This design comes from an exercise in tuning for small area, a short achievable clock period and few clock cycles on the open sky130 flow, not from production work.
In this exercise RTL edits were held to simulation tests only and were not proved equivalent to the original.

<file path="flow/flow/run.sh">
#!/bin/bash
set -euo pipefail
extra=""
while IFS= read -r line; do
  [[ -z "$line" ]] && continue
  extra+="$(printf '%q' "$line") "
done < flow/knobs.txt
awk -v extra="$extra" '{ i = index($0, "\"${@:-finish}\""); if (i > 0) $0 = substr($0, 1, i - 1) extra substr($0, i); print }' standard.sh > standard_knobs.sh
grep -q "SETUP_SLACK_MARGIN" standard_knobs.sh
bash standard_knobs.sh > flow_make.log 2>&1
</file>
<file path="flow/flow/knobs.txt">
SETUP_SLACK_MARGIN=7.25
BUFFER_PORTS_ARGS=-buffer_cell sky130_fd_sc_hd__buf_4
</file>
<file path="flow/standard.sh">
#!/bin/bash
# synth_recipe.tcl (not shown) runs the flow's synth.tcl, then flattens the netlist and writes it again
# the make line also repeats each setting of config.mk as NAME=value (left out here)
make -C /OpenROAD-flow-scripts/flow DESIGN_CONFIG=/design/flow/config.mk WORK_HOME=/design/flow/orfs CLKGATE_MAP_FILE= SYNTH_SCRIPT=/design/flow/synth_recipe.tcl "${@:-finish}"
</file>
<file path="flow/config.mk">
export PLATFORM = sky130hd
export DESIGN_NAME = rs_decoder
export DESIGN_NICKNAME = rs_decoder
export VERILOG_FILES = /design/flow/design.v
export SDC_FILE = /design/flow/constraint.sdc
export NUM_CORES = 4
export LEC_CHECK = 0
export ABC_AREA = 1
export CAP_MARGIN = 20
export CORE_MARGIN = 2
export CORE_UTILIZATION = 40
export PLACE_DENSITY = 0.6
export SLEW_MARGIN = 20
</file>
<file path="flow/constraint.sdc">
create_clock -name core_clock -period 11.0 [get_ports {clk}]
set_input_delay 2.2000 -clock core_clock [delete_from_list [all_inputs] [get_ports {clk}]]
set_output_delay 2.2000 -clock core_clock [all_outputs]
set_load 0.01 [all_outputs]
</file>
<file path="flow/design.v">
module gf256mul(
      input [7:0] a,
      input [7:0] b,
      output [7:0] z
      );
reg [14:0] c;
integer i, j;
always @* begin
  c = 15'd0;
  for (i = 0; i < 8; i = i + 1)
    for (j = 0; j < 8; j = j + 1)
      c[i+j] = c[i+j] ^ (a[i] & b[j]);
  for (i = 14; i >= 8; i = i - 1)
    c = c ^ ({15{c[i]}} & (15'h11d << (i - 8)));
end
assign z = c[7:0];
endmodule
module gf256inv_s1(input [7:0] a, output [11:0] p);
  wire [7:0] c;
  assign c[0] = a[0] ^ a[1] ^ a[2] ^ a[3] ^ a[4] ^ a[6] ^ a[7];
  assign c[1] = a[2] ^ a[3] ^ a[6] ^ a[7];
  assign c[2] = a[2] ^ a[4] ^ a[6];
  assign c[3] = a[3] ^ a[4] ^ a[5] ^ a[6];
  assign c[4] = a[4] ^ a[7];
  assign c[5] = a[1] ^ a[3] ^ a[4];
  assign c[6] = a[2] ^ a[5] ^ a[6];
  assign c[7] = a[5];
  wire [3:0] h = c[7:4], l = c[3:0];
  function [3:0] m16(input [3:0] x, input [3:0] y);
    reg [6:0] p; integer i, j;
    begin
      p = 7'd0;
      for (i = 0; i < 4; i = i + 1) for (j = 0; j < 4; j = j + 1) p[i+j] = p[i+j] ^ (x[i] & y[j]);
      m16 = p[3:0] ^ {p[6:4], 1'b0} ^ {1'b0, p[6:4]};
    end
  endfunction
  wire [3:0] h2l, l2;
  assign h2l[0] = h[2];
  assign h2l[1] = h[1] ^ h[2] ^ h[3];
  assign h2l[2] = h[1];
  assign h2l[3] = h[0] ^ h[2] ^ h[3];
  assign l2[0] = l[0] ^ l[2];
  assign l2[1] = l[2];
  assign l2[2] = l[1] ^ l[3];
  assign l2[3] = l[3];
  wire [3:0] dl = h2l ^ l2 ^ m16(h, l);
  assign p = {h, l, dl};
endmodule
module gf256inv_s2(input [11:0] p, output [7:0] z);
  wire [3:0] h = p[11:8], l = p[7:4], dl = p[3:0];
  function [3:0] m16(input [3:0] x, input [3:0] y);
    reg [6:0] p; integer i, j;
    begin
      p = 7'd0;
      for (i = 0; i < 4; i = i + 1) for (j = 0; j < 4; j = j + 1) p[i+j] = p[i+j] ^ (x[i] & y[j]);
      m16 = p[3:0] ^ {p[6:4], 1'b0} ^ {1'b0, p[6:4]};
    end
  endfunction
  reg [3:0] di;
  always @* case (dl)
    4'd0: di = 4'd0;
    4'd1: di = 4'd1;
    4'd2: di = 4'd9;
    4'd3: di = 4'd14;
    4'd4: di = 4'd13;
    4'd5: di = 4'd11;
    4'd6: di = 4'd7;
    4'd7: di = 4'd6;
    4'd8: di = 4'd15;
    4'd9: di = 4'd2;
    4'd10: di = 4'd12;
    4'd11: di = 4'd5;
    4'd12: di = 4'd10;
    4'd13: di = 4'd4;
    4'd14: di = 4'd3;
    4'd15: di = 4'd8;
  endcase
  wire [7:0] q = {m16(h, di), m16(h ^ l, di)};
  assign z[0] = q[0] ^ q[2] ^ q[4] ^ q[5];
  assign z[1] = q[1] ^ q[4] ^ q[5] ^ q[6] ^ q[7];
  assign z[2] = q[1] ^ q[3] ^ q[4] ^ q[7];
  assign z[3] = q[1] ^ q[2] ^ q[4];
  assign z[4] = q[2] ^ q[6] ^ q[7];
  assign z[5] = q[7];
  assign z[6] = q[1] ^ q[3] ^ q[4] ^ q[6];
  assign z[7] = q[2] ^ q[4] ^ q[6] ^ q[7];
endmodule
`timescale 1ns/100ps
module rs_decoder(
      input clk,
      input rst_n,
      input din_val,
      input din_sop,
      input din_eop,
      input [7:0] din,
      output [7:0] el1,
      output [7:0] el2,
      output [7:0] el3,
      output [7:0] el4,
      output [7:0] ev1,
      output [7:0] ev2,
      output [7:0] ev3,
      output [7:0] ev4,
      output [2:0] error_num,
      output dec_done,
      output dec_fail,
      output busy
      );
localparam P = 4;                
function [7:0] gmul(input [7:0] a, input [7:0] b);
  reg [14:0] c;
  integer i, j;
  begin
    c = 15'd0;
    for (i = 0; i < 8; i = i + 1)
      for (j = 0; j < 8; j = j + 1)
        c[i+j] = c[i+j] ^ (a[i] & b[j]);
    for (i = 14; i >= 8; i = i - 1)
      c = c ^ ({15{c[i]}} & (15'h11d << (i - 8)));
    gmul = c[7:0];
  end
endfunction
function [7:0] apow(input integer e);
  integer i;
  reg [7:0] v;
  begin
    v = 8'h01;
    for (i = 0; i < e; i = i + 1)
      v = {v[6:0], 1'b0} ^ (v[7] ? 8'h1d : 8'h00);
    apow = v;
  end
endfunction
reg st_bd, st_bu, st_bw, st_bs, st_om, st_sc, st_rc, st_fn;
reg [5:0] fs;          
reg [3:0] r;           
reg [3:0] mk;          
reg [3:0] L;           
reg [2:0] cnt;         
reg [7:0] base;        
reg [P:1] rootr;       
reg [P:1] mask;        
reg done_r, fail_r;
reg [7:0] s [0:7];     
reg [7:0] lam [1:4];   
reg [7:0] q [1:4];     
reg [7:0] d;           
reg [7:0] evr [0:3];   
reg [7:0] xb;          
assign el1 = s[0]; assign el2 = s[1]; assign el3 = s[2]; assign el4 = s[3];
assign ev1 = evr[0]; assign ev2 = evr[1]; assign ev3 = evr[2]; assign ev4 = evr[3];
assign error_num = L[2:0];
assign dec_done = done_r;
assign dec_fail = fail_r;
assign busy = 1'b0;
wire use_d = st_bu | st_bs | fs[0];
wire sel_q = st_bu | st_bs;
wire sel_e = fs[5];
wire [7:0] la [1:4];
wire [7:0] lb [1:4];
wire [7:0] lz [1:4];
genvar gi, gj, gk;
generate
  for (gi = 1; gi <= 4; gi = gi + 1) begin : lane
    assign la[gi] = use_d ? d : lam[gi];
    assign lb[gi] = sel_q ? q[gi] : sel_e ? evr[gi-1] : s[8 - gi];
    gf256mul mul(.a(la[gi]), .b(lb[gi]), .z(lz[gi]));
  end
endgenerate
wire [7:0] dsum = s[0] ^ (lz[1] & {8{mk[0]}}) ^ (lz[2] & {8{mk[1]}})
                       ^ (lz[3] & {8{mk[2]}}) ^ (lz[4] & {8{mk[3]}});
wire [7:0] inv_a = st_bu ? d : evr[0];
wire [11:0] inv_p;
reg  [11:0] inv_r;
wire [7:0] inv_z;
gf256inv_s1 u_inv1(.a(inv_a), .p(inv_p));
gf256inv_s2 u_inv2(.p(inv_r), .z(inv_z));
always @(posedge clk) inv_r <= inv_p;
wire [7:0] ct   [0:4*P+P];     
wire [7:0] codd [1:P];
wire [7:0] cx   [1:P];
wire [P:1] croot;
generate
  for (gk = 1; gk <= P; gk = gk + 1) begin : cpt
    for (gj = 1; gj <= 4; gj = gj + 1) begin : cterm
      localparam [7:0] C = apow(gj * gk);
      assign ct[gj*P+gk] = gmul(lam[gj], C);
    end
    localparam [7:0] CB1 = apow(255 + gk - P);
    localparam [7:0] CB3 = apow(255 + 3 * (gk - P));
    assign codd[gk] = gmul(lam[1], CB1) ^ gmul(lam[3], CB3);
    assign cx[gk]   = gmul(xb, CB1);
    assign croot[gk] = ((ct[1*P+gk] ^ ct[3*P+gk] ^ 8'h01) == (ct[2*P+gk] ^ ct[4*P+gk])) &
                       ({1'b0, base} + gk - 1 <= 9'd254);
  end
endgenerate
wire [P:1] rrem = rootr & ~mask;
reg [P:1] cfirst;
reg [7:0] cpos, cxv, codv;
integer pk;
always @* begin
  cfirst = {P{1'b0}};
  cpos = 8'h00; cxv = 8'h00; codv = 8'h00;
  for (pk = P; pk >= 1; pk = pk - 1)
    if (rrem[pk]) begin
      cfirst = {P{1'b0}};
      cfirst[pk] = 1'b1;
      cpos = base - P + pk - 1;
      cxv = cx[pk];
      codv = codd[pk];
    end
end
wire c_any  = |croot;
wire c_more = |(rrem & ~cfirst);
wire c_all  = ({1'b0, cnt} + 4'd1 == L);
wire c_last = ({1'b0, base} + P > 9'd254);
wire advance = st_sc;
reg  lastr;           
localparam [7:0] CXP = apow(P);
wire szero = ~|{s[0], s[1], s[2], s[3], s[4], s[5], s[6], s[7]};
wire dnz   = |d;
wire swap  = dnz & ({L, 1'b0} < {1'b0, r});    
wire start = din_val & din_eop;
always @(posedge clk or negedge rst_n)
if (!rst_n) begin
  st_bd <= 1'b0; st_bu <= 1'b0; st_bw <= 1'b0; st_bs <= 1'b0; st_om <= 1'b0;
  st_sc <= 1'b0; st_rc <= 1'b0; st_fn <= 1'b0;
  fs     <= 6'd0;
  r      <= 4'd0;
  mk     <= 4'd0;
  L      <= 4'd0;
  cnt    <= 3'd0;
  base   <= 8'd0;
  rootr  <= {P{1'b0}};
  lastr  <= 1'b0;
  mask   <= {P{1'b0}};
  done_r <= 1'b0;
  fail_r <= 1'b0;
end else begin
  done_r <= 1'b0;
  fs     <= {fs[4:0], 1'b0};
  if (start) begin
    st_bd <= 1'b1; st_bu <= 1'b0; st_bw <= 1'b0; st_bs <= 1'b0; st_om <= 1'b0;
    st_sc <= 1'b0; st_rc <= 1'b0; st_fn <= 1'b0;
    fs <= 6'd0;
    r  <= 4'd0;
    mk <= 4'd0;
    L  <= 4'd0;
  end
  if (st_bd) begin
    if (r == 4'd0 && szero) begin
      st_bd  <= 1'b0;
      done_r <= 1'b1;
      fail_r <= 1'b0;
    end else begin
      st_bd <= 1'b0;
      st_bu <= 1'b1;
      r     <= r + 4'd1;
      mk    <= {mk[2:0], 1'b1};
    end
  end
  if (st_bu) begin
    st_bu <= 1'b0;
    if (swap)
      L <= r - L;
    if (r == 4'd8) begin
      st_om <= 1'b1;
      r     <= 4'd1;
      mk    <= 4'd1;
    end else if (swap)
      st_bw <= 1'b1;
    else
      st_bd <= 1'b1;
  end
  if (st_bw) begin
    st_bw <= 1'b0;
    st_bs <= 1'b1;
  end
  if (st_bs) begin
    st_bs <= 1'b0;
    st_bd <= 1'b1;
  end
  if (st_om) begin
    r  <= r + 4'd1;
    mk <= {mk[2:0], 1'b1};
    if (r == 4'd3) begin
      st_om <= 1'b0;
      cnt   <= 3'd0;
      base  <= 8'd0;
      mask  <= {P{1'b0}};
      if (L > 4'd4 || L == 4'd0) begin
        done_r <= 1'b1;
        fail_r <= 1'b1;
      end else
        st_sc <= 1'b1;
    end
  end
  if (st_sc) begin
    rootr <= croot;
    lastr <= c_last;
    mask  <= {P{1'b0}};
    base  <= base + P;
    if (c_any) begin
      st_sc <= 1'b0;
      st_rc <= 1'b1;
    end else if (c_last) begin
      st_sc  <= 1'b0;
      done_r <= 1'b1;
      fail_r <= 1'b1;
    end
  end
  if (st_rc) begin
    cnt  <= cnt + 3'd1;
    mask <= mask | cfirst;
    if (c_all) begin
      st_rc <= 1'b0;
      st_fn <= 1'b1;
      fs    <= 6'd1;
    end else if (!c_more) begin
      st_rc <= 1'b0;
      if (lastr) begin
        done_r <= 1'b1;
        fail_r <= 1'b1;
      end else
        st_sc <= 1'b1;
    end
  end
  if (fs[5]) begin
    st_fn  <= 1'b0;
    done_r <= 1'b1;
    fail_r <= 1'b0;
  end
end
wire rot = (st_bd & ~(r == 4'd0 && szero)) | (st_bu & (r == 4'd8)) | (st_om & (r != 4'd3));
integer si;
always @(posedge clk)
  if (din_val) begin
    for (si = 0; si < 8; si = si + 1)
      s[si] <= (din_sop ? 8'h00 : gmul(s[si], apow(si + 1))) ^ din;
  end else if (rot) begin
    for (si = 0; si < 8; si = si + 1)
      s[si] <= s[(si + 1) % 8];
  end else if (st_rc) begin
    s[cnt[1:0]]       <= cpos;
    s[7 - cnt[1:0]]   <= cxv;
  end
integer li;
always @(posedge clk) begin
  if (st_bd && r == 4'd0) begin
    for (li = 1; li <= 4; li = li + 1) lam[li] <= 8'h00;
  end
  if (st_bu) begin
    for (li = 1; li <= 4; li = li + 1) lam[li] <= lam[li] ^ lz[li];
  end
  if (advance) begin
    lam[1] <= ct[1*P+P]; lam[2] <= ct[2*P+P]; lam[3] <= ct[3*P+P]; lam[4] <= ct[4*P+P];
  end
  if (fs[0] | fs[1] | fs[2] | fs[3]) begin
    for (li = 1; li <= 4; li = li + 1)
      lam[li] <= lz[li] ^ (fs[0] ? q[2] : fs[1] ? q[1] : fs[2] ? q[3] : 8'h00);
  end
end
always @(posedge clk) begin
  if (st_bd && r == 4'd0) begin
    q[1] <= 8'h01; q[2] <= 8'h00; q[3] <= 8'h00; q[4] <= 8'h00;
  end
  if (st_bu) begin
    if (swap) begin
      q[1] <= 8'h01; q[2] <= lam[1]; q[3] <= lam[2]; q[4] <= lam[3];
    end else begin
      q[1] <= 8'h00; q[2] <= q[1]; q[3] <= q[2]; q[4] <= q[3];
    end
  end
  if (st_bs) begin
    for (li = 1; li <= 4; li = li + 1) q[li] <= lz[li];
  end
  if (st_bu && r == 4'd8) q[3] <= s[0];
  if (st_om) begin
    if (r == 4'd1) q[1] <= dsum;
    if (r == 4'd2) q[2] <= dsum;
  end
end
always @(posedge clk) begin
  if (st_bd) d <= dsum;
  if (st_bw) d <= inv_z;
  if (st_om && r == 4'd3) d <= dsum;
end
integer ei;
always @(posedge clk) begin
  if (st_om) xb <= 8'h01;
  if (advance) xb <= gmul(xb, CXP);
  if (st_rc) evr[cnt[1:0]] <= codv;
  if (fs[0] | fs[1] | fs[2] | fs[3] | fs[4]) begin
    evr[0] <= evr[1]; evr[1] <= evr[2]; evr[2] <= evr[3]; evr[3] <= inv_z;
  end
  if (fs[5]) begin
    for (ei = 0; ei < 4; ei = ei + 1) evr[ei] <= lz[ei+1];
  end
end
endmodule
</file>
==> results of run 1 <==
-- per-stage QoR --
stage / instance area, µm² / setup slack [ps] / hold WS, ps / util (%)
2_1_floorplan: 26500 / 7490 / 424 / -
3_3_place_gp: 27700 / 5710 / 455 / 42.1
3_5_place_dp: 27700 / 5620 / 458 / 42.1
4_1_cts: 29500 / 7100 / 466 / 44.8
5_1_grt: 32000 / 7100 / 483 / 48.6
6_report: 32000 / 7220 / 465 / 48.6
-- flip-flops by register name, summed over array words and instances, names as in the netlist, 3 cells and up --
signal and cells:
L 4, base 6, cnt 3, d 8
evr 32, fs 6, inv_r 8, lam 32
mask 4, mk 4, q 32, r 4
rootr 4, s 64, u_inv2.di 4, xb 8
-- layout make-up --
cell class,instances,share of cell area [%]
Antenna cell,1,0.00783
Clock buffer,49,2.79
Tap cell,864,3.38
Timing Repair inverter,5,0.110
Timing Repair Buffer,276,7.33
Multi-Input combinational cell,3195,60.5
Sequential cell,233,20.3
Clock inverter,7,0.207
Inverter,429,5.31
-- placed cells by master (no fill, tap or decap), types with 28 or more instances in the layout --
cell type / Yosys / routed
o211ai_1: 43 / 43
xnor2_1: 270 / 260
ha_1: 29 / 29
dfxtp_1: 28 / 28
nand3_1: 275 / 244
nand2_1: 1148 / 1038
nand2_4: 6 / 70
o21ai_1: 30 / 28
nor2_1: 336 / 314
inv_2: 29 / 35
o21ai_0: 235 / 223
a21oi_1: 145 / 141
clkbuf_16: 0 / 34
o22ai_1: 28 / 28
a31oi_1: 45 / 44
nand2_2: 27 / 73
xor2_1: 357 / 339
buf_4: 12 / 245
inv_1: 390 / 371
edfxtp_1: 160 / 160
dfrtp_1: 45 / 41
-- cell usage after synthesis (8+ instances only) --
master	number
nor4_1	16
a221oi_1	13
buf_2	14
a22oi_1	10
buf_4	12
xnor2_1	270
o21ai_2	11
ha_1	29
a21oi_1	145
o22ai_1	28
nand3_1	275
dfxtp_1	28
dfrtp_1	45
nand2_2	27
edfxtp_1	160
clkinv_1	10
o211ai_1	43
a31oi_1	45
clkbuf_1	117
nor3_1	9
o221ai_1	17
inv_1	390
o21ai_1	30
o21ai_4	8
xor2_2	9
o21ai_0	235
or2_2	25
nand4_1	23
xor2_1	357
inv_2	29
nand2_1	1148
nor2_1	336
nand3b_1	13
-- worst paths after layout --
kind                                      start                  end  slack, ps  depth (start not counted)
worst max-delay path            st_bu$_DFF_PN0_       d[4]$_DFFE_PP_       7220                         20
worst min-delay path            st_bw$_DFF_PN0_      st_bw$_DFF_PN0_        460                          1
worst max register to register  st_bu$_DFF_PN0_       d[4]$_DFFE_PP_       7220                         20
worst min register to register  st_bw$_DFF_PN0_      st_bw$_DFF_PN0_        460                          1
max in group asynchronous                 rst_n      st_bu$_DFF_PN0_       8940                          1
min in group asynchronous                 rst_n  base[4]$_DFFE_PN0P_       1590                          1
-- kinds of logic after synthesis --
group	after synthesis	synth area share, %
AND/OR/NAND/NOR	1891	29.5
XOR/XNOR	645	21.9
AO/OA/AOI/OAI	619	13.9
buffers and inverters	586	8.76
flip-flops	233	24.5
adder cells (fa/ha/maj)	30	1.44
other	1	0.0141
multiplexers	1	0.0377
-- repair_timing --
item | CTS | global route
pin swaps | 8 | 87
setup endpoints to repair | 240 | 204
gates resized for setup | 135 | 290
setup buffers | 28 | 136
cloned | 8 | 9
hold endpoints to repair | 0 | 0
-- worst register-to-register path: stages (launching register included) --
cell and delay, ps:
dfrtp_4 550, nor2_8 150, buf_12 140, buf_4 160
nand2_8 140, o21ai_1 350, nand2_1 120, xor2_1 180
xnor2_1 250, xor2_2 220, nand2_1 150, nand2_4 150
nand2_1 60, nand2_1 90, inv_1 60, nand2_2 120
nand3_4 170, inv_2 110, nand3_1 100, nand3_1 140
nand2_1 60
-- layer usage --
layer,global-route usage [%],up-vias,routed length (µm)
met2,48.1,1976,48300
met1,46.1,13600,48100
met4,14.5,0,6790
li1,-,13300,-
met3,7.55,371,15700
met5,0,-,0
==> results.toml, run 1 <==
[run_status]
outcome = "no timing/DRC/antenna violations"

[drt]
ant_nets = 0
drt_first_pass_iters = 7
viasPerCell = 5.77
wl_per_cell_um = 23.5
num_vias = 29200
wl_um = 119000
drc = 0
drt-initial-drc-count = 4066

[job]
drv_cap = 0

[sta]
setup_viol = 0
finalCriticalPeriod_ps = 3780
finalSetupTns_ps = 0
slew_headroom_pct = 10.1
fin_crit_sh_pct = 34.4
fmax_mhz = 264
hold_violations = 0
drv_slew = 0
rsz0062_at_grt = "true"
final.setup_skew_ps = 51.3
worstMarginPinSlew_ps = 1350

[worst_setup_path]
cp_slowest_cell = "dfrtp_4"
crit_fanout = 14
crit_family = "simple AND/OR/NAND/NOR gates"
crit_required_ps = 11340
cp-end-kind = "register"
path_class = "reg -> reg"
crit_arrival_ps = 4120
cpPeakStageDelay_ps = 550
crit_chain = "nor2_8, buf_12, buf_4, nand2_8, o21ai_1, nand2_1, xor2_1, xnor2_1, xor2_2, nand2_1, nand2_4, nand2_1, nand2_1, inv_1, nand2_2, nand3_4, inv_2, nand3_1, nand3_1, nand2_1"
cp_common_cell = "nand2_1"
path_buf_inv = 4
start_kind = "register"

[clock_network]
cts_hold_buf = 0
cts_tree = "built"
ctsHtreeMaxLevel = 1
clk_pin_slew_ps = 60
clock_sink_count = 233
root_buffer = "clkbuf_16"
clockBufferDepth = 3
clkLatencyLatePin_ps = 630
cts_buffers = 30

[synthesis]
synthFlopType = "edfxtp_1"
async_flop_share_pct = 19.3
synth_edf_count = 160
synth_area_leaders = "edfxtp_1 18%, nand2_1 16%, xor2_1 12%, xnor2_1 8.9%, inv_1 5.5%"
synth_warnings = 8
synth-seq-cells = 233
synth_top_area_cell = "edfxtp_1"
syn_inst = 4006
syn_area_per_cell_um2 = 6.62
synth_cell_types = 60
ys_seq_area_share_pct = 24.5
syn_area_mm2 = 0.0265
synth.top_cell.area_share_pct = 18.1
syn_nets = 4049

[final_layout]
seq_area_mm2 = 0.00650
drive_above_1_share_pct = 16.8
area_growth_pct = 20.6
final_cells = 5059
nets = 4213
fill_cells = 6630
multi_input_area_mm2 = 0.0194

[floorplanning]
start_util_pct = 40.3
io_pins = 83
num_rows = 94
die_x_um = 261
die_area_mm2 = 0.0684
coreArea_mm2 = 0.0657
die_h_um = 261

[placed_design]
dpl.hpwl_um = 86700
place_inst = 4819
place.gp.congestion = 1.03
port_buffers = 81

[grt]
grt_overflow = 0
grt_pass1_wl_um = 168000
antenna_found_initial = 2
grt.total_usage_pct = 32.9
grt_pass1_vias = 25400
grt_max_degree = 56

[min_path]
worst_hold_path_type = "reg -> reg"
Testbench counts, summed over its fixed seeds: cycles 126,409.
==> run 2: changes to the inputs <==
==> flow/flow/knobs.txt (replaced) <==
SETUP_SLACK_MARGIN=7
BUFFER_PORTS_ARGS=-buffer_cell sky130_fd_sc_hd__buf_4
==> results.toml, run 2 <==
[worst_setup_path]
r2r_end = "d[4]$_DFFE_PP_"
crit_fanout = 12
cp-end-kind = "register"
reg2reg_from = "st_bs$_DFF_PN0_"
cp_common_cell = "nand2_1"
cpPeakStageDelay_ps = 530
crit_arrival_ps = 4290
rrSetupSlack_ps = 7050
crit_family = "simple AND/OR/NAND/NOR gates"
crit_required_ps = 11330
path_class = "reg -> reg"
path_buf_inv = 4
start_kind = "register"
cp_slowest_cell = "dfrtp_4"
crit_chain = "nor2_8, nand2_8, buf_4, o21ai_4, inv_2, nand2_1, xnor2_2, xor2_4, xnor2_1, nand2_1, nand2_2, nand2_1, nand2_1, inv_1, nand2_1, nand3_2, inv_1, nand3_1, nand3_1, nand2_1"
rr_worst_depth = 20

[synthesis]
synth_warnings = 8
ys_seq_area_share_pct = 24.5
synth-seq-cells = 233
synthTopCellsByCount = "1148 x nand2_1, 390 x inv_1, 357 x xor2_1"
synth_area_leaders = "edfxtp_1 18%, nand2_1 16%, xor2_1 12%, xnor2_1 8.9%, inv_1 5.5%"
synth_top_area_cell = "edfxtp_1"
synth_cell_types = 60
yosys.cell_count.top_type = "nand2_1"
synthFlopType = "edfxtp_1"
syn_nets = 4049
synth.top_cell.area_share_pct = 18.1
syn_area_per_cell_um2 = 6.62
synth_edf_count = 160
syn_inst = 4006
syn_area_mm2 = 0.0265
async_flop_share_pct = 19.3

[drt]
wl_per_cell_um = 23.5
drt-initial-drc-count = 4143
viasPerCell = 5.71
routed-wl-met3_um = 15300
wl_um = 117000
top_layer = "met5"
wl_met2_um = 47200
m1WireLength_um = 47900
drt_first_pass_iters = 6
ant_nets = 0
num_vias = 28400
drc = 0

[sta]
fin_crit_sh_pct = 35.9
worstMarginPinSlew_ps = 1300
finalCriticalPeriod_ps = 3950
setup_viol = 0
drv_slew = 0
slew_headroom_pct = 13.1
rsz0062_at_grt = "true"
layout_setup_ws_ps = 7050
hold_violations = 0
finalSetupTns_ps = 0
fmax_mhz = 253
fin_hold_ws_ps = 469
final.setup_skew_ps = 64.9

[floorplanning]
io_pins = 83
num_rows = 94
coreArea_mm2 = 0.0657
die_area_mm2 = 0.0684
die_x_um = 261
die_h_um = 261
start_util_pct = 40.3

[min_path]
worstHoldStart = "st_bw$_DFF_PN0_"
worst_hold_path_type = "reg -> reg"
whs_endpoint = "st_bw$_DFF_PN0_"
whs_path_depth = 1

[placed_design]
dpl.hpwl_um = 86700
place_inst = 4819
place.gp.congestion = 1.03
port_buffers = 81
pre_cts_ws_ps = 5620

[final_layout]
area_growth_pct = 14.2
nets = 4120
largest_register = "s"
final_cell_mix = "1088 x nand2_1, 376 x inv_1, 343 x xor2_1"
layout_commonest_cell = "nand2_1"
fill_cells = 6794
final_cells = 4965
num_antenna_cells = 0
largest_register_ffs = 64
seq_area_mm2 = 0.00650
drive_above_1_share_pct = 12.3
multi_input_area_mm2 = 0.0185

[clock_network]
cts_tree = "built"
clk_pin_slew_ps = 70
clockBufferDepth = 3
cts_buffers = 30
clock_sink_count = 233
cts_hold_buf = 0
root_buffer = "clkbuf_16"
ctsHtreeMaxLevel = 1
clkLatencyLatePin_ps = 640

[run_status]
outcome = "no timing/DRC/antenna violations"

[grt]
grt_pass1_vias = 25100
grt.total_usage_pct = 32.8
grt_max_degree = 56
grt_overflow = 0
grt_pass1_wl_um = 167000
antenna_found_initial = 3

[job]
drv_cap = 0
## run 2: what timing repair did
item,4_1_cts,5_1_grt
gates resized for setup,75,145
buffers inserted,18,58
gates cloned,7,5
setup endpoints to repair,230,185
pin swaps,5,18
## run 2: how the worst max path moves through the flow
stage / start / endpoint / slack [ps] / cells past startpoint
global route: st_bs$_DFF_PN0_ / d[4]$_DFFE_PP_ / 6900 / 20
global placement: st_bs$_DFF_PN0_ / d[2]$_DFFE_PP_ / 5710 / 21
CTS: r[1]$_DFF_PN0_ / s[0][7]$_DFFE_PP_ / 6950 / 13
detailed placement: st_bs$_DFF_PN0_ / d[2]$_DFFE_PP_ / 5620 / 21
finish: st_bs$_DFF_PN0_ / d[4]$_DFFE_PP_ / 7050 / 20
floorplan: din_val / s[6][5]$_DFFE_PP_ / 7490 / 7
## run 2: per-layer routing
metal / GRT usage, % / up-vias
met3: 7.66 / 315
li1: - / 13100
met1: 45.9 / 13200
met2: 48.0 / 1808
met4: 14.1 / 6
met5: 0 / -
## run 2: through the flow
step	cell area, µm²	util (%)
2_1_floorplan	26500	-
3_3_place_gp	27700	42.1
3_5_place_dp	27700	42.1
4_1_cts	29200	44.4
5_1_grt	30300	46.1
6_report	30300	46.1
## run 2: final cells by class
| type | count | area share (%) |
|---|---|---|
| timing repair buffer | 186 | 5.07 |
| clock buffer | 49 | 2.95 |
| clock inverter | 7 | 0.219 |
| timing repair inverter | 5 | 0.116 |
| tap | 864 | 3.57 |
| inverter | 429 | 5.48 |
| sequential | 233 | 21.5 |
| multi-input combinational | 3192 | 61.1 |
## run 2: cells by family after synthesis
logic type	Yosys count	synth area share, %
buf+inv	586	8.76
flops	233	24.5
xor+xnor	645	21.9
fa+ha+maj	30	1.44
other cells	1	0.0141
simple gates	1891	29.5
mux	1	0.0377
compound gates	619	13.9
==> run 3: changes to the inputs <==
==> flow/flow/knobs.txt (replaced) <==
SETUP_SLACK_MARGIN=6.75
BUFFER_PORTS_ARGS=-buffer_cell sky130_fd_sc_hd__buf_4
==> results.toml, run 3 <==
[run_status]
outcome = "no timing/DRC/antenna violations"

[grt]
grt.total_usage_pct = 32.5
grt_pass1_vias = 25000
antenna_found_initial = 1
grt_max_degree = 56
grt_pass1_wl_um = 166000
grt_overflow = 0

[worst_setup_path]
crit_arrival_ps = 4550
cp-end-kind = "register"
path_class = "reg -> reg"
cp_common_cell = "nand2_1"
crit_fanout = 9
path_buf_inv = 5
cpPeakStageDelay_ps = 880
crit_required_ps = 11330
cp_slowest_cell = "edfxtp_1"
crit_family = "simple AND/OR/NAND/NOR gates"
rrSetupSlack_ps = 6780
start_kind = "register"

[synthesis]
ys_seq_area_share_pct = 24.5
synth_top_family_by_area = "simple AND/OR/NAND/NOR gates"
syn_nets = 4049
syn_inst = 4006
async_flop_share_pct = 19.3
synth.mux.area_fraction_pct = 0.0377
synth-adder-area-share_pct = 1.44
yosys.cell_count.top_type = "nand2_1"
synth_xor_area_share_pct = 21.9
synth.top_cell.area_share_pct = 18.1
synth-compound-area-share_pct = 13.9
synthTopCellsByCount = "1148 x nand2_1, 390 x inv_1, 357 x xor2_1"
syn_area_per_cell_um2 = 6.62
synth_area_leaders = "edfxtp_1 18%, nand2_1 16%, xor2_1 12%, xnor2_1 8.9%, inv_1 5.5%"
synth-seq-cells = 233
synth_top_area_cell = "edfxtp_1"
synthFlopType = "edfxtp_1"
synthSimpleGateAreaFrac_pct = 29.5
syn_area_mm2 = 0.0265
synth_cell_types = 60
synth_warnings = 8
synth_edf_count = 160

[drt]
drc = 0
wl_um = 115000
ant_nets = 0
num_vias = 28200
wl_per_cell_um = 23.4
drt-initial-drc-count = 4189
drt_first_pass_iters = 8
viasPerCell = 5.75

[clock_network]
root_buffer = "clkbuf_16"
cts_tree = "built"
cts_buffers = 30
clock_sink_count = 233
clk_pin_slew_ps = 70
clkLatencyLatePin_ps = 630
ctsHtreeMaxLevel = 1
clockBufferDepth = 3

[floorplanning]
io_pins = 83
num_rows = 94
die_x_um = 261
die_h_um = 261
start_util_pct = 40.3
coreArea_mm2 = 0.0657
die_area_mm2 = 0.0684

[placed_design]
port_buffers = 81
place.gp.congestion = 1.03
place_inst = 4819
dpl.hpwl_um = 86700

[sta]
fin_crit_sh_pct = 38.3
hold_violations = 0
fin_hold_ws_ps = 474
finalCriticalPeriod_ps = 4220
fmax_mhz = 237
final.setup_skew_ps = 51.2
rsz0062_at_grt = "true"
worstMarginPinSlew_ps = 1310
setup_viol = 0
drv_slew = 0
slew_headroom_pct = 12.8
finalSetupTns_ps = 0

[job]
drv_cap = 0

[final_layout]
fill_cells = 6859
nets = 4069
area_growth_pct = 10.7
largest_register = "s"
layout_commonest_cell = "nand2_1"
final_cells = 4915
final_cell_mix = "1124 x nand2_1, 382 x inv_1, 351 x xor2_1"
drive_above_1_share_pct = 9.56
largest_register_ffs = 64

[min_path]
worst_hold_path_type = "reg -> reg"
## run 3: cell counts after synthesis
Identical to the previous run, type by type.
## run 3: area by class of cell
cell class	count	area, µm²	share of cell area (%)
Timing Repair inverter	3	22.5	0.0767
Clock buffer	49	893	3.04
Tap cell	864	1080	3.68
Timing Repair Buffer	139	1110	3.78
Sequential cell	233	6500	22.1
Clock inverter	7	66.3	0.226
Multi-Input combinational cell	3190	18000	61.5
Inverter	429	1640	5.59
Antenna cell	1	2.50	0.00852
## run 3: metrics by stage
step	area (µm²)	setup WS, ps	utilization (%)
2_1_floorplan	26500	7490	-
3_5_place_dp	27700	5620	42.1
6_report	29400	6780	44.7
5_1_grt	29400	6630	44.7
3_3_place_gp	27700	5710	42.1
4_1_cts	28900	6750	43.9
## run 3: path summary, 6_finish.rpt
path	end	cells past startpoint	from
max in group asynchronous	st_bu$_DFF_PN0_	1	rst_n
max	d[4]$_DFFE_PP_	25	lam[3][0]$_DFFE_PP_
min	st_bw$_DFF_PN0_	1	st_bw$_DFF_PN0_
min in group asynchronous	base[4]$_DFFE_PN0P_	1	rst_n
min reg2reg	st_bw$_DFF_PN0_	1	st_bw$_DFF_PN0_
max reg2reg	d[4]$_DFFE_PP_	25	lam[3][0]$_DFFE_PP_
## run 3: timing repair
item                       4_1_cts  5_1_grt
gates cloned                     5        2
setup endpoints to repair      162      163
buffers inserted                 2       28
gates resized for setup         39       60
hold buffers                     0        0
pin swaps                        1        7
hold endpoints to repair         0        0
## run 3: kinds of logic after synthesis
group,after synthesis
other,1
DFF,233
buffers and inverters,586
and+or+nand+nor,1891
AOI/OAI and AO/OA,619
muxes,1
xor gates and xnor gates,645
adders and majority gates,30
## run 3: routing by layer
| layer | GRT usage [%] | up-vias | part of all wire (%) |
|---|---|---|---|
| met3 | 7.13 | 319 | 13 |
| met5 | 0 | - | 0.012 |
| met4 | 13.3 | 2 | 5.1 |
| met2 | 47.8 | 1877 | 41 |
| li1 | - | 13000 | - |
| met1 | 45.9 | 13100 | 42 |
==> run 4: changes to the inputs <==
==> flow/flow/knobs.txt (replaced) <==
SETUP_SLACK_MARGIN=7
BUFFER_PORTS_ARGS=-buffer_cell sky130_fd_sc_hd__buf_4
--- a/flow/config.mk
+++ b/flow/config.mk
@@ -10,4 +10,4 @@
 export CORE_MARGIN = 2
-export CORE_UTILIZATION = 40
-export PLACE_DENSITY = 0.6
+export CORE_UTILIZATION = 55
+export PLACE_DENSITY = 0.7
 export SLEW_MARGIN = 20
==> results.toml, run 4 <==
[clock_network]
cts_hold_buf = 0
cts_tree = "built"
clk_pin_slew_ps = 60
cts_buffers = 29
ctsHtreeMaxLevel = 1
clock_sink_count = 233
root_buffer = "clkbuf_16"
clkLatencyLatePin_ps = 610
clockBufferDepth = 3

[drt]
viasPerCell = 6.21
drt-initial-drc-count = 4816
wl_um = 117000
ant_nets = 0
drt_first_pass_iters = 13
wl_per_cell_um = 24.7
drc = 0
num_vias = 29400

[synthesis]
syn_area_mm2 = 0.0265
syn_nets = 4049
synth-adder-area-share_pct = 1.44
synth_top_area_cell = "edfxtp_1"
synth-seq-cells = 233
synth_warnings = 8
ys_seq_area_share_pct = 24.5
async_flop_share_pct = 19.3
synth_xor_area_share_pct = 21.9
synth_top_family_by_area = "simple AND/OR/NAND/NOR gates"
synth_area_leaders = "edfxtp_1 18%, nand2_1 16%, xor2_1 12%, xnor2_1 8.9%, inv_1 5.5%"
synthFlopType = "edfxtp_1"
synth_cell_types = 60
syn_inst = 4006
yosys.cell_count.top_type = "nand2_1"
synth_edf_count = 160
synth.top_cell.area_share_pct = 18.1
synthTopCellsByCount = "1148 x nand2_1, 390 x inv_1, 357 x xor2_1"
syn_area_per_cell_um2 = 6.62
synthSimpleGateAreaFrac_pct = 29.5
synth-compound-area-share_pct = 13.9
synth.mux.area_fraction_pct = 0.0377

[sta]
final.setup_skew_ps = 21.7
finalSetupTns_ps = 0
worstMarginPinSlew_ps = 1160
drv_slew = 0
layout_setup_ws_ps = 6970
slew_headroom_pct = 22.4
fin_crit_sh_pct = 36.6
hold_violations = 0
finalCriticalPeriod_ps = 4030
setup_viol = 0
fmax_mhz = 248
rsz0062_at_grt = "true"

[grt]
grt_pass1_vias = 25800
grt.total_usage_pct = 44.8
antenna_found_initial = 4
grt_overflow = 0
grt_pass1_wl_um = 168000
grt_max_degree = 58

[final_layout]
multi_input_area_mm2 = 0.0188
layout_commonest_cell = "nand2_1"
fill_cells = 4468
largest_register = "s"
final_cells = 4737
fin_area_mm2 = 0.0305
final_cell_mix = "1079 x nand2_1, 376 x inv_1, 345 x xor2_1"
largest_register_ffs = 64
seq_area_mm2 = 0.00649
nets = 4141
area_growth_pct = 15.1
drive_above_1_share_pct = 13.2

[floorplanning]
die_h_um = 224
io_pins = 83
coreArea_mm2 = 0.0476
die_x_um = 224
start_util_pct = 55.7
die_area_mm2 = 0.0500
num_rows = 80

[min_path]
worst_hold_path_type = "reg -> reg"

[worst_setup_path]
cp_slowest_cell = "dfrtp_1"
crit_required_ps = 11240
crit_fanout = 34
crit_chain = "nor4_4, buf_6, inv_2, nor2_2, inv_1, nand2_2, clkinvlp_4, nand2_1, o211ai_1"
crit_arrival_ps = 4270
path_class = "reg -> reg"
cpPeakStageDelay_ps = 600
cp-end-kind = "register"
start_kind = "register"

[run_status]
outcome = "no timing/DRC/antenna violations"

[placed_design]
port_buffers = 81
pre_cts_ws_ps = 5900
dpl.hpwl_um = 86500
place.gp.congestion = 1.17
place_area_mm2 = 0.0274
place_inst = 4577

[job]
drv_cap = 0
==> run 4: cell counts after synthesis <==
No cell type changed its count.
==> run 4: routing by layer <==
| metal | track usage (%) | wire length [µm] | vias up | part of all wire [%] |
|---|---|---|---|---|
| li1 | - | - | 13100 | - |
| met1 | 60.6 | 44500 | 13500 | 38 |
| met2 | 61.9 | 45700 | 2242 | 39 |
| met3 | 15.5 | 18200 | 511 | 16 |
| met4 | 25.7 | 8730 | 2 | 7.5 |
| met5 | 0 | 54 | - | 0.046 |
==> run 4: per-stage QoR <==
stage	util (%)	hold WS [ps]
2_1_floorplan	-	424
3_3_place_gp	57.6	432
6_report	64.0	450
5_1_grt	64.0	457
3_5_place_dp	57.6	444
4_1_cts	60.7	452
==> run 4: layout make-up <==
class | instances | share of cell area (%)
repair inverters | 5 | 0.115
diodes | 1 | 0.00820
flip-flops and latches | 233 | 21.3
well taps | 615 | 2.52
repair buffers | 208 | 5.86
clock buffers | 46 | 2.69
multi-input cells | 3192 | 61.7
clock inverters | 8 | 0.422
inverters | 429 | 5.42
==> run 4: worst paths after layout <==
kind | start | end | slack [ps] | cells after the start
min in group asynchronous | rst_n | cnt[1]$_DFFE_PN0P_ | 1610 | 1
hold reg to reg | lastr$_DFFE_PN0P_ | st_sc$_DFF_PN0_ | 450 | 1
max in group asynchronous | rst_n | fs[0]$_DFF_PN0_ | 8930 | 1
hold / removal | lastr$_DFFE_PN0P_ | st_sc$_DFF_PN0_ | 450 | 1
setup reg to reg | fs[1]$_DFF_PN0_ | evr[0][3]$_DFFE_PP_ | 6970 | 9
setup / recovery | fs[1]$_DFF_PN0_ | evr[0][3]$_DFFE_PP_ | 6970 | 9
==> run 4: cell families (layout without fill, tap and decap cells) <==
kind of cell | after synthesis | count (layout)
fa+ha+maj | 30 | 30
buf+inv | 586 | 696
xor+xnor | 645 | 645
compound gates | 619 | 619
flops | 233 | 233
simple gates | 1891 | 1896
other cells | 1 | 2
mux | 1 | 1
==> run 4: repair_timing <==
action / 4_1_cts / 5_1_grt
setup buffers: 16 / 72
endpoints found under the hold margin: 0 / 0
pin swaps: 7 / 27
endpoints found under the setup margin: 229 / 199
cloned: 6 / 10
gates resized for setup: 75 / 205
==> run 4: worst max-delay path, delay by kind of cell (launching register included) <==
kind / cells / cell delay [ps]
DFF: 1 / 600
AOI/OAI and AO/OA: 1 / 320
and+or+nand+nor: 4 / 1390
buffers and inverters: 4 / 1310
==> run 5: changes to the inputs <==
--- a/flow/config.mk
+++ b/flow/config.mk
@@ -7,7 +7,6 @@
 export LEC_CHECK = 0
-export ABC_AREA = 1
 export CAP_MARGIN = 20
 export CORE_MARGIN = 2
-export CORE_UTILIZATION = 55
-export PLACE_DENSITY = 0.7
+export CORE_UTILIZATION = 40
+export PLACE_DENSITY = 0.6
 export SLEW_MARGIN = 20
==> results.toml, run 5 <==
[final_layout]
layout_commonest_cell = "xnor2_1"
largest_register_ffs = 64
drive_above_1_share_pct = 18.9
nets = 3153
post-route-util_pct = 48.7
largest_register = "s"
area_growth_pct = 19.9
final_cell_mix = "523 x xnor2_1, 451 x nand2_1, 252 x buf_4"
fin_area_mm2 = 0.0301

[worst_setup_path]
start_kind = "register"
cpPeakStageDelay_ps = 510
path_buf_inv = 2
cp-end-kind = "register"
crit_family = "XOR/XNOR gates"
crit_required_ps = 11300
crit_arrival_ps = 4510
crit_chain = "buf_12, clkbuf_16, o31a_4, a21oi_2, nor2_1, xnor2_1, xnor2_1, xor2_2, xnor3_2, xnor2_4, nand2_1, xnor3_2, xor2_2, mux2i_1"
crit_fanout = 11
path_class = "reg -> reg"
cp_slowest_cell = "xnor3_2"

[sta]
finalSetupTns_ps = 0
setup_viol = 0
rsz0062_at_grt = "true"
fin_crit_sh_pct = 38.3
fmax_mhz = 237
finalCriticalPeriod_ps = 4210
hold_violations = 0
slew_headroom_pct = 21.2
worstMarginPinSlew_ps = 1180
final.setup_skew_ps = 67.0
drv_slew = 0
layout_setup_ws_ps = 6790

[grt]
antenna_found_initial = 5
grt.total_usage_pct = 31.6
grt_pass1_vias = 22300
grt_pass1_wl_um = 152000
grt_max_degree = 97
grt_overflow = 0

[drt]
drc = 0
num_vias = 24100
drt-initial-drc-count = 3269
drt_first_pass_iters = 10
wl_per_cell_um = 26.7
viasPerCell = 6.06
wl_um = 106000
ant_nets = 0

[clock_network]
root_buffer = "clkbuf_16"
cts_tree = "built"
clk_pin_slew_ps = 70
clockBufferDepth = 3
clock_sink_count = 233
cts_buffers = 30
ctsHtreeMaxLevel = 1
cts_hold_buf = 0
clkLatencyLatePin_ps = 640

[floorplanning]
die_area_mm2 = 0.0648
num_rows = 91
die_h_um = 255
io_pins = 83
die_x_um = 255
coreArea_mm2 = 0.0618
start_util_pct = 40.6

[synthesis]
synthFlopType = "edfxtp_1"
synth_cell_types = 94
synth_area_leaders = "xnor2_1 20%, edfxtp_1 19%, xor2_1 7.0%, nand2_1 6.8%, dfrtp_1 4.5%"
synth_warnings = 8
synthTopCellsByCount = "559 x xnor2_1, 454 x nand2_1, 236 x nor2_1"
synth_top_area_cell = "xnor2_1"
yosys.cell_count.top_type = "xnor2_1"
syn_area_per_cell_um2 = 8.33
synth_edf_count = 160
synth.top_cell.area_share_pct = 19.5
synth-seq-cells = 233
syn_nets = 3058
async_flop_share_pct = 19.3
syn_area_mm2 = 0.0251
syn_inst = 3015
ys_seq_area_share_pct = 25.9

[placed_design]
place_area_mm2 = 0.0261
place.gp.congestion = 1.00
pre_cts_ws_ps = 5240
port_buffers = 81
dpl.hpwl_um = 73100

[run_status]
outcome = "no timing/DRC/antenna violations"

[min_path]
worst_hold_path_type = "reg -> reg"

[job]
drv_cap = 0
==> run 5: final cells by class <==
cell class                 count  area [µm²]
timing repair buffer         292        2590
sequential                   233        6500
antenna                        1        2.50
clock buffer                  33         772
clock inverter                23         274
fill                        5829       31700
inverter                      40         150
multi-input combinational   2513       18800
tap                          837        1050
==> run 5: per-stage QoR <==
stage	std cells	hold WS, ps
floorplan	3015	456
global placement	3746	488
detailed placement	3746	508
CTS	3903	477
global route	3971	509
finish	3972	479
==> run 5: logic make-up (layout without fill, tap and decap cells) <==
kind of cell	count (synthesis)	in the layout	share of synthesized area, %
multiplexers	74	74	3.22
AND/OR/NAND/NOR	923	927	16.1
AO/OA/AOI/OAI	665	665	17.4
XOR/XNOR	816	816	31.3
other	1	2	0.0149
adder cells (fa/ha/maj)	30	30	1.52
flip-flops	233	233	25.9
buffers and inverters	273	388	4.66
==> run 5: final timing paths <==
check,from,to,slack (ps),cells past startpoint
worst max-delay path,st_bs$_DFF_PN0_,d[3]$_DFFE_PP_,6790,14
worst min-delay path,fs[4]$_DFF_PN0_,fs[5]$_DFF_PN0_,480,1
worst max register to register,st_bs$_DFF_PN0_,d[3]$_DFFE_PP_,6790,14
worst min register to register,fs[4]$_DFF_PN0_,fs[5]$_DFF_PN0_,480,1
max in group asynchronous,rst_n,st_bu$_DFF_PN0_,8810,1
min in group asynchronous,rst_n,L[3]$_DFF_PN0_,1620,1
==> run 5: what timing repair did <==
item	4_1_cts	5_1_grt
gates resized for setup	194	92
buffers inserted	93	65
pin swaps	34	30
endpoints found under the setup margin	238	84
cloned	8	3
==> run 5: metal layers <==
metal / vias to the layer above / routed length [µm] / global-route usage [%]
li1: 10600 / - / -
met1: 11700 / 42500 / 43.3
met2: 1480 / 45200 / 47.3
met3: 322 / 12100 / 6.60
met4: 6 / 6090 / 15.6
met5: - / 39 / 0
==> run 6: changes to the inputs <==
--- a/flow/config.mk
+++ b/flow/config.mk
@@ -7,2 +7,3 @@
 export LEC_CHECK = 0
+export ABC_AREA = 1
 export CAP_MARGIN = 20
@@ -12 +13,2 @@
 export SLEW_MARGIN = 20
+export TNS_END_PERCENT = 20
==> results.toml, run 6 <==
[synthesis]
async_flop_share_pct = 19.3
ys_seq_area_share_pct = 24.5
syn_area_mm2 = 0.0265
syn_area_per_cell_um2 = 6.62
syn_nets = 4049
synth_warnings = 8
synth_area_leaders = "edfxtp_1 18%, nand2_1 16%, xor2_1 12%, xnor2_1 8.9%, inv_1 5.5%"
synthTopCellsByCount = "1148 x nand2_1, 390 x inv_1, 357 x xor2_1"
yosys.cell_count.top_type = "nand2_1"
synth_top_area_cell = "edfxtp_1"
synth_edf_count = 160
synth_cell_types = 60
synth-seq-cells = 233
syn_inst = 4006
synthFlopType = "edfxtp_1"
synth.top_cell.area_share_pct = 18.1

[clock_network]
ctsHtreeMaxLevel = 1
clk_pin_slew_ps = 60
clkLatencyLatePin_ps = 640
cts_tree = "built"
clock_sink_count = 233
cts_buffers = 30
clockBufferDepth = 3
root_buffer = "clkbuf_16"

[worst_setup_path]
start_kind = "register"
crit_fanout = 12
crit_arrival_ps = 4280
crit_required_ps = 11340
path_class = "reg -> reg"
worstSetupStartpoint = "st_bs$_DFF_PN0_"
r2r_end = "d[4]$_DFFE_PP_"
cp-end-kind = "register"
rrSetupSlack_ps = 7050
reg2reg_from = "st_bs$_DFF_PN0_"
rr_worst_depth = 20
crit_end = "d[4]$_DFFE_PP_"

[drt]
num_vias = 28300
drt-initial-drc-count = 4168
drt_first_pass_iters = 9
wl_um = 116000
drc = 0
viasPerCell = 5.71
wl_per_cell_um = 23.5
ant_nets = 0

[sta]
final.setup_skew_ps = 56.7
fmax_mhz = 253
worstMarginPinSlew_ps = 1340
slew_headroom_pct = 10.6
rsz0062_at_grt = "true"
finalCriticalPeriod_ps = 3950
setup_viol = 0
layout_setup_ws_ps = 7050
fin_hold_ws_ps = 466
hold_violations = 0
finalSetupTns_ps = 0
drv_slew = 0
fin_crit_sh_pct = 35.9

[final_layout]
nets = 4112
largest_register = "s"
post-route-util_pct = 45.8
layout_commonest_cell = "nand2_1"
final_cells = 4958
area_growth_pct = 13.5
final_cell_mix = "1098 x nand2_1, 378 x inv_1, 343 x xor2_1"
drive_above_1_share_pct = 11.8
largest_register_ffs = 64
fin_area_mm2 = 0.0301

[min_path]
worst_hold_path_type = "reg -> reg"

[run_status]
outcome = "no timing/DRC/antenna violations"

[floorplanning]
die_h_um = 261
io_pins = 83
coreArea_mm2 = 0.0657
die_x_um = 261
num_rows = 94
start_util_pct = 40.3
die_area_mm2 = 0.0684

[grt]
grt_max_degree = 56
grt_pass1_vias = 25100
grt_overflow = 0
grt.total_usage_pct = 32.8
grt_pass1_wl_um = 167000
antenna_found_initial = 3

[placed_design]
port_buffers = 81
place_inst = 4819
place_area_mm2 = 0.0277
place.gp.congestion = 1.03
pre_cts_ws_ps = 5620
dpl.hpwl_um = 86700

[job]
drv_cap = 0
run 6: changes by cell type in the layout (fill, tap and decap cells not counted), moves of 31 or more:
cell      previous run  this run
inv_1               38       378
mux2i_1             36         1
a31oi_1              7        45
nand2_1            451      1098
nand2_2              4        60
nand3_1             41       271
o21ai_0            172       227
nor2_1             229       323
xor2_1             194       343
buf_4              252       166
xnor2_1            523       265
o211ai_1            89        43
a21oi_1            111       142
inv_2                1        33
run 6: kinds of logic (layout without fill, tap and decap cells):
| kind of cell | count (synthesis) | in the layout | synth area share (%) |
|---|---|---|---|
| compound gates | 619 | 619 | 13.9 |
| simple gates | 1891 | 1895 | 29.5 |
| mux | 1 | 1 | 0.0377 |
| other cells | 1 | 2 | 0.0141 |
| buf+inv | 586 | 669 | 8.76 |
| fa+ha+maj | 30 | 30 | 1.44 |
| xor+xnor | 645 | 645 | 21.9 |
| flops | 233 | 233 | 24.5 |
run 6: what timing repair did:
item,in CTS,in global routing
gates resized for setup,74,113
hold endpoints to repair,0,0
pin swaps,4,13
buffers inserted,14,56
hold buffers,0,0
setup endpoints to repair,230,187
gates cloned,7,3
run 6: cell type report:
class	count	area, µm²
diodes	1	2.50
multi-input cells	3191	18400
repair buffers	180	1460
fillers	6808	35700
clock buffers	49	893
flip-flops and latches	233	6500
clock inverters	7	66.3
inverters	429	1660
well taps	864	1080
repair inverters	4	30.0
run 6: routing by layer:
layer	vias up	track usage (%)	part of all wire (%)	wire length (µm)
met1	13100	45.9	42	48300
met2	1766	48.0	40	46900
li1	13100	-	-	-
met3	338	7.71	13	14600
met5	-	0	0.040	46
met4	6	14.3	5.6	6560
run 6: critical path, stage by stage, from the launching register on:
cell and delay (ps):
dfrtp_4 530, nor2_8 250, nand2_8 180, buf_4 240, o21ai_4 290, inv_2 70
nand2_1 120, xnor2_2 160, xor2_4 290, xnor2_1 190, nand2_1 120, nand2_2 170
nand2_1 70, nand2_1 80, inv_1 40, nand2_1 120, nand3_2 250, inv_1 150
nand3_1 110, nand3_1 120, nand2_1 70
run 6: how the worst min path moves through the flow:
stage / start / end / slack [ps] / depth (start not counted)
global route: st_bw$_DFF_PN0_ / st_bw$_DFF_PN0_ / 480 / 1
CTS: st_bw$_DFF_PN0_ / st_bw$_DFF_PN0_ / 470 / 1
floorplan: lastr$_DFFE_PN0P_ / st_sc$_DFF_PN0_ / 420 / 1
detailed placement: st_bw$_DFF_PN0_ / st_bw$_DFF_PN0_ / 460 / 1
finish: st_bw$_DFF_PN0_ / st_bw$_DFF_PN0_ / 470 / 1
global placement: st_bw$_DFF_PN0_ / st_bw$_DFF_PN0_ / 460 / 1
==> run 7: changes to the inputs <==
==> flow/flow/knobs.txt (replaced) <==
SETUP_SLACK_MARGIN=7.1
BUFFER_PORTS_ARGS=-buffer_cell sky130_fd_sc_hd__buf_4
==> results.toml, run 7 <==
[worst_setup_path]
path_buf_inv = 4
cpPeakStageDelay_ps = 630
cp-end-kind = "register"
path_class = "reg -> reg"
crit_chain = "nor4_2, buf_4, inv_1, nor2_1, inv_1, nand2_1, inv_1, nand2_1, nand3_1"
cp_common_cell = "inv_1"
crit_required_ps = 11300
crit_fanout = 34
cp_slowest_cell = "dfrtp_1"
crit_arrival_ps = 4310
start_kind = "register"
crit_family = "simple AND/OR/NAND/NOR gates"

[clock_network]
clock_sink_count = 233
clockBufferDepth = 3
clk_pin_slew_ps = 70
cts_tree = "built"
root_buffer = "clkbuf_16"
clkLatencyLatePin_ps = 630
cts_buffers = 30
ctsHtreeMaxLevel = 1
cts_hold_buf = 0

[final_layout]
area_growth_pct = 13.6
nets = 4099
largest_register_ffs = 64
drive_above_1_share_pct = 11.6
largest_register = "s"
final_cell_mix = "1091 x nand2_1, 379 x inv_1, 346 x xor2_1"
layout_commonest_cell = "nand2_1"

[floorplanning]
io_pins = 83
start_util_pct = 40.3
die_h_um = 261
die_area_mm2 = 0.0684
die_x_um = 261
coreArea_mm2 = 0.0657
num_rows = 94

[placed_design]
dpl.hpwl_um = 86700
place.gp.congestion = 1.03
port_buffers = 81
pre_cts_ws_ps = 5620

[synthesis]
yosys.cell_count.top_type = "nand2_1"
synth_top_family_by_area = "simple AND/OR/NAND/NOR gates"
synth_edf_count = 160
synth.mux.area_fraction_pct = 0.0377
synthFlopType = "edfxtp_1"
synth_warnings = 8
synth-compound-area-share_pct = 13.9
ys_seq_area_share_pct = 24.5
syn_inst = 4006
syn_area_mm2 = 0.0265
async_flop_share_pct = 19.3
synth_top_area_cell = "edfxtp_1"
synthSimpleGateAreaFrac_pct = 29.5
syn_nets = 4049
synth-seq-cells = 233
synth_cell_types = 60
synth.top_cell.area_share_pct = 18.1
syn_area_per_cell_um2 = 6.62
synth-adder-area-share_pct = 1.44
synth_xor_area_share_pct = 21.9
synth_area_leaders = "edfxtp_1 18%, nand2_1 16%, xor2_1 12%, xnor2_1 8.9%, inv_1 5.5%"
synthTopCellsByCount = "1148 x nand2_1, 390 x inv_1, 357 x xor2_1"

[grt]
grt_overflow = 0
grt.total_usage_pct = 32.9
grt_pass1_wl_um = 168000
grt_pass1_vias = 25300
grt_max_degree = 56
antenna_found_initial = 2

[drt]
ant_nets = 0
drt_first_pass_iters = 10
drt-initial-drc-count = 3999
num_vias = 28400
viasPerCell = 5.75
wl_um = 117000
wl_per_cell_um = 23.6
drc = 0

[sta]
drv_slew = 0
final.setup_skew_ps = 48.3
setup_viol = 0
worstMarginPinSlew_ps = 1320
fin_crit_sh_pct = 36.4
finalCriticalPeriod_ps = 4000
layout_setup_ws_ps = 7000
rsz0062_at_grt = "true"
fmax_mhz = 250
slew_headroom_pct = 12.3
hold_violations = 0
finalSetupTns_ps = 0

[run_status]
outcome = "no timing/DRC/antenna violations"

[job]
drv_cap = 0

[min_path]
worst_hold_path_type = "reg -> reg"
## run 7: final timing paths
kind	from	to	slack, ps	cells after the start
min in group asynchronous	rst_n	base[4]$_DFFE_PN0P_	1590	1
worst max register to register	fs[1]$_DFF_PN0_	evr[2][4]$_DFFE_PP_	7000	9
max in group asynchronous	rst_n	st_bs$_DFF_PN0_	8950	1
worst min register to register	st_bw$_DFF_PN0_	st_bw$_DFF_PN0_	470	1
worst max-delay path	fs[1]$_DFF_PN0_	evr[2][4]$_DFFE_PP_	7000	9
worst min-delay path	st_bw$_DFF_PN0_	st_bw$_DFF_PN0_	470	1
## run 7: cell type report
type,instances,area [µm²]
sequential,233,6500
timing repair inverter,4,27.5
clock buffer,49,893
inverter,429,1660
clock inverter,7,66.3
antenna,1,2.50
multi-input combinational,3192,18500
timing repair buffer,166,1410
tap,864,1080
fill,6791,35600
## run 7: stage by stage
step / hold WS [ps] / area [µm²] / util (%) / std cells
floorplan: 424 / 26500 / - / 4006
global placement: 455 / 27700 / 42.1 / 4818
detailed placement: 458 / 27700 / 42.1 / 4819
CTS: 466 / 29300 / 44.6 / 4906
global route: 483 / 30100 / 45.8 / 4944
finish: 466 / 30100 / 45.8 / 4945
## run 7: routing by layer
metal / wire [µm] / share of wire (%) / up-vias / global-route usage (%)
li1: - / - / 13000 / -
met1: 48300 / 41 / 13300 / 45.9
met3: 14700 / 13 / 351 / 8.13
met4: 6580 / 5.6 / 4 / 14.5
met2: 46900 / 40 / 1806 / 48.0
met5: 28 / 0.024 / - / 0
## run 7: cell families (layout without fill, tap and decap cells)
family | after synthesis | in the layout
buffers and inverters | 586 | 655
AO/OA/AOI/OAI | 619 | 619
adder cells (fa/ha/maj) | 30 | 30
multiplexers | 1 | 1
flip-flops | 233 | 233
XOR/XNOR | 645 | 645
other | 1 | 2
AND/OR/NAND/NOR | 1891 | 1896
## run 7: worst reg2reg max path, stage by stage, from the launching register on
cell and delay (ps):
dfrtp_1 630, nor4_2 350, buf_4 510, inv_1 210, nor2_1 350, inv_1 140
nand2_1 460, inv_1 600, nand2_1 230, nand3_1 190
## run 7: repair_timing
item | CTS | global route
cloned | 9 | 2
gates resized for setup | 90 | 114
setup endpoints to repair | 230 | 201
pin swaps | 6 | 12
buffers inserted | 22 | 34
==> run 8: changes to the inputs <==
==> flow/flow/knobs.txt (replaced) <==
SETUP_SLACK_MARGIN=7
BUFFER_PORTS_ARGS=-buffer_cell sky130_fd_sc_hd__buf_4
--- a/flow/config.mk
+++ b/flow/config.mk
@@ -10,5 +10,4 @@
 export CORE_MARGIN = 2
-export CORE_UTILIZATION = 40
-export PLACE_DENSITY = 0.6
+export CORE_UTILIZATION = 35
+export PLACE_DENSITY = 0.5
 export SLEW_MARGIN = 20
-export TNS_END_PERCENT = 20
==> results.toml, run 8 <==
[final_layout]
final_cell_mix = "1099 x nand2_1, 373 x inv_1, 344 x xor2_1"
nets = 4103
largest_register = "s"
area_growth_pct = 14.3
multi_input_area_mm2 = 0.0184
fill_cells = 7960
largest_register_ffs = 64
drive_above_1_share_pct = 11.6
post-route-util_pct = 40.6

[drt]
drt-initial-drc-count = 3666
ant_nets = 0
drc = 0
wl_per_cell_um = 24.1
wl_um = 122000
viasPerCell = 5.53
drt_first_pass_iters = 8

[synthesis]
synthTopCellsByCount = "1148 x nand2_1, 390 x inv_1, 357 x xor2_1"
synth_cell_types = 60
yosys.cell_count.top_type = "nand2_1"
syn_area_mm2 = 0.0265
synth_top_area_cell = "edfxtp_1"
synth-seq-cells = 233
synth_warnings = 8
synth_area_leaders = "edfxtp_1 18%, nand2_1 16%, xor2_1 12%, xnor2_1 8.9%, inv_1 5.5%"
syn_area_per_cell_um2 = 6.62
synth.top_cell.area_share_pct = 18.1
syn_inst = 4006

[sta]
hold_violations = 0
fmax_mhz = 254
finalSetupTns_ps = 0
fin_crit_sh_pct = 35.8
drv_slew = 0
final.setup_skew_ps = 36.8
slew_headroom_pct = 20.6
setup_viol = 0
rsz0062_at_grt = "true"

[worst_setup_path]
r2r_end = "d[0]$_DFFE_PP_"
reg2reg_from = "fs[0]$_DFF_PN0_"
crit_arrival_ps = 4240
cp-end-kind = "register"
crit_chain = "clkinvlp_4, nand2_4, buf_16, nand2_2, o21ai_1, nand2_1, xor2_1, xnor2_1, xor2_1, inv_1, nand2_1, nand2_2, xnor2_2, nor2_1, nand3_1, nand2_1, nand2_1, nand2_1"
crit_fanout = 22
path_class = "reg -> reg"
start_kind = "register"
crit_required_ps = 11300
cp_common_cell = "nand2_1"
cpPeakStageDelay_ps = 470

[run_status]
outcome = "no timing/DRC/antenna violations"

[placed_design]
port_buffers = 81
place_area_mm2 = 0.0279
dpl.hpwl_um = 93300

[clock_network]
cts_buffers = 34
root_buffer = "clkbuf_16"
clk_pin_slew_ps = 60
cts_tree = "built"
clock_sink_count = 233
ctsHtreeMaxLevel = 2

[grt]
grt.total_usage_pct = 30.4
antenna_found_initial = 4
grt_max_degree = 56
grt_pass1_vias = 25200
grt_pass1_wl_um = 176000

[floorplanning]
start_util_pct = 35.5
die_area_mm2 = 0.0780
die_h_um = 279
coreArea_mm2 = 0.0747
io_pins = 83

[job]
drv_cap = 0

[min_path]
worst_hold_path_type = "reg -> reg"
[run 8: cell counts after synthesis]
Identical to the previous run, type by type.
[run 8: area by class of cell]
| class | count | share of cell area (%) |
|---|---|---|
| multi-input combinational | 3188 | 60.6 |
| sequential | 233 | 21.4 |
| inverter | 429 | 5.46 |
| timing repair buffer | 169 | 4.53 |
| tap | 969 | 4.00 |
| clock buffer | 47 | 3.31 |
| clock inverter | 15 | 0.487 |
| timing repair inverter | 5 | 0.124 |
| antenna | 2 | 0.0165 |
[run 8: worst min-delay path by stage]
stage	from	end	slack (ps)	cells past startpoint
6_report	lastr$_DFFE_PN0P_	st_sc$_DFF_PN0_	450	1
2_1_floorplan	lastr$_DFFE_PN0P_	st_sc$_DFF_PN0_	420	1
5_1_grt	lastr$_DFFE_PN0P_	st_sc$_DFF_PN0_	490	1
3_3_place_gp	lastr$_DFFE_PN0P_	st_sc$_DFF_PN0_	450	1
4_1_cts	lastr$_DFFE_PN0P_	st_sc$_DFF_PN0_	450	1
3_5_place_dp	lastr$_DFFE_PN0P_	st_sc$_DFF_PN0_	450	1
[run 8: kinds of logic (layout without fill, tap and decap cells)]
family	count (synthesis)	in the layout	share of synthesized area, %
and+or+nand+nor	1891	1892	29.5
xor gates and xnor gates	645	645	21.9
AOI/OAI and AO/OA	619	619	13.9
buffers and inverters	586	665	8.76
DFF	233	233	24.5
adders and majority gates	30	30	1.44
other	1	3	0.0141
muxes	1	1	0.0377
[run 8: through the flow]
stage                     setup WS (ps)  instances  hold WS [ps]
final                              7060       5057           448
after global routing               6910       5055           493
after CTS                          6970       5018           451
after detailed placement           5950       4938           449
after global placement             5980       4938           449
after floorplan                    7490       4006           424
[run 8: repair_timing]
action	in CTS	in global routing
endpoints found under the setup margin	161	187
buffers inserted	12	34
hold buffers	0	0
cloned	6	1
pin swaps	2	13
resized for setup	65	126
[run 8: worst max-delay path: cells and delay by family, from the launching register on]
| kind | cells | cell delay [ps] |
|---|---|---|
| xor gates and xnor gates | 4 | 1050 |
| AOI/OAI and AO/OA | 1 | 300 |
| DFF | 1 | 400 |
| buffers and inverters | 3 | 500 |
| and+or+nand+nor | 10 | 1370 |
[run 8: per-layer routing]
layer | vias to the layer above | global-route usage, % | share of wire, %
li1 | 13000 | - | -
met1 | 13200 | 43.8 | 44
met2 | 1499 | 44.9 | 42
met3 | 219 | 6.02 | 10
met4 | 2 | 10.2 | 3.7
met5 | - | 0 | 0.0090

[separate check: timing with driven ports]
The flow's constraints put no driver on any port. The routed layouts listed below were extracted and timed again, unchanged, in two steps.
Step 1 assumes that a clkbuf_16 drives the clock port and a buf_2 every other input.
Step 2 adds t to the input delays and takes it off the output delays; t is the mean of the earliest and latest rising clock arrival at the registers after step 1. Input paths then give back, and output paths get back, about the clock's delay inside the block.
a / b / c = ideal ports / drivers / drivers and shift; a / b = the first two.
| run | t, ns | setup WS [ns] | latest minus earliest clock arrival (ns) |
|---|---|---|---|
| run 1 | 0.666 | 7.215 / 7.215 / 6.946 | 0.051 / 0.051 |
| run 2 | 0.675 | 7.046 / 7.019 / 6.909 | 0.065 / 0.065 |
| run 3 | 0.669 | 6.782 / 6.782 / 6.782 | 0.051 / 0.051 |
| run 4 | 0.666 | 6.975 / 6.975 / 6.671 | 0.022 / 0.022 |
| run 5 | 0.665 | 6.786 / 6.786 / 6.786 | 0.067 / 0.067 |
| run 6 | 0.674 | 7.053 / 7.024 / 6.917 | 0.057 / 0.057 |
| run 7 | 0.670 | 6.995 / 6.995 / 6.910 | 0.048 / 0.048 |
| run 8 | 0.621 | 7.061 / 7.061 / 6.783 | 0.038 / 0.037 |
After both steps every run listed still meets setup and hold. The setup slack of run 4, which loses most, moves by 0.000 ns with the drivers and by -0.304 ns with both steps.
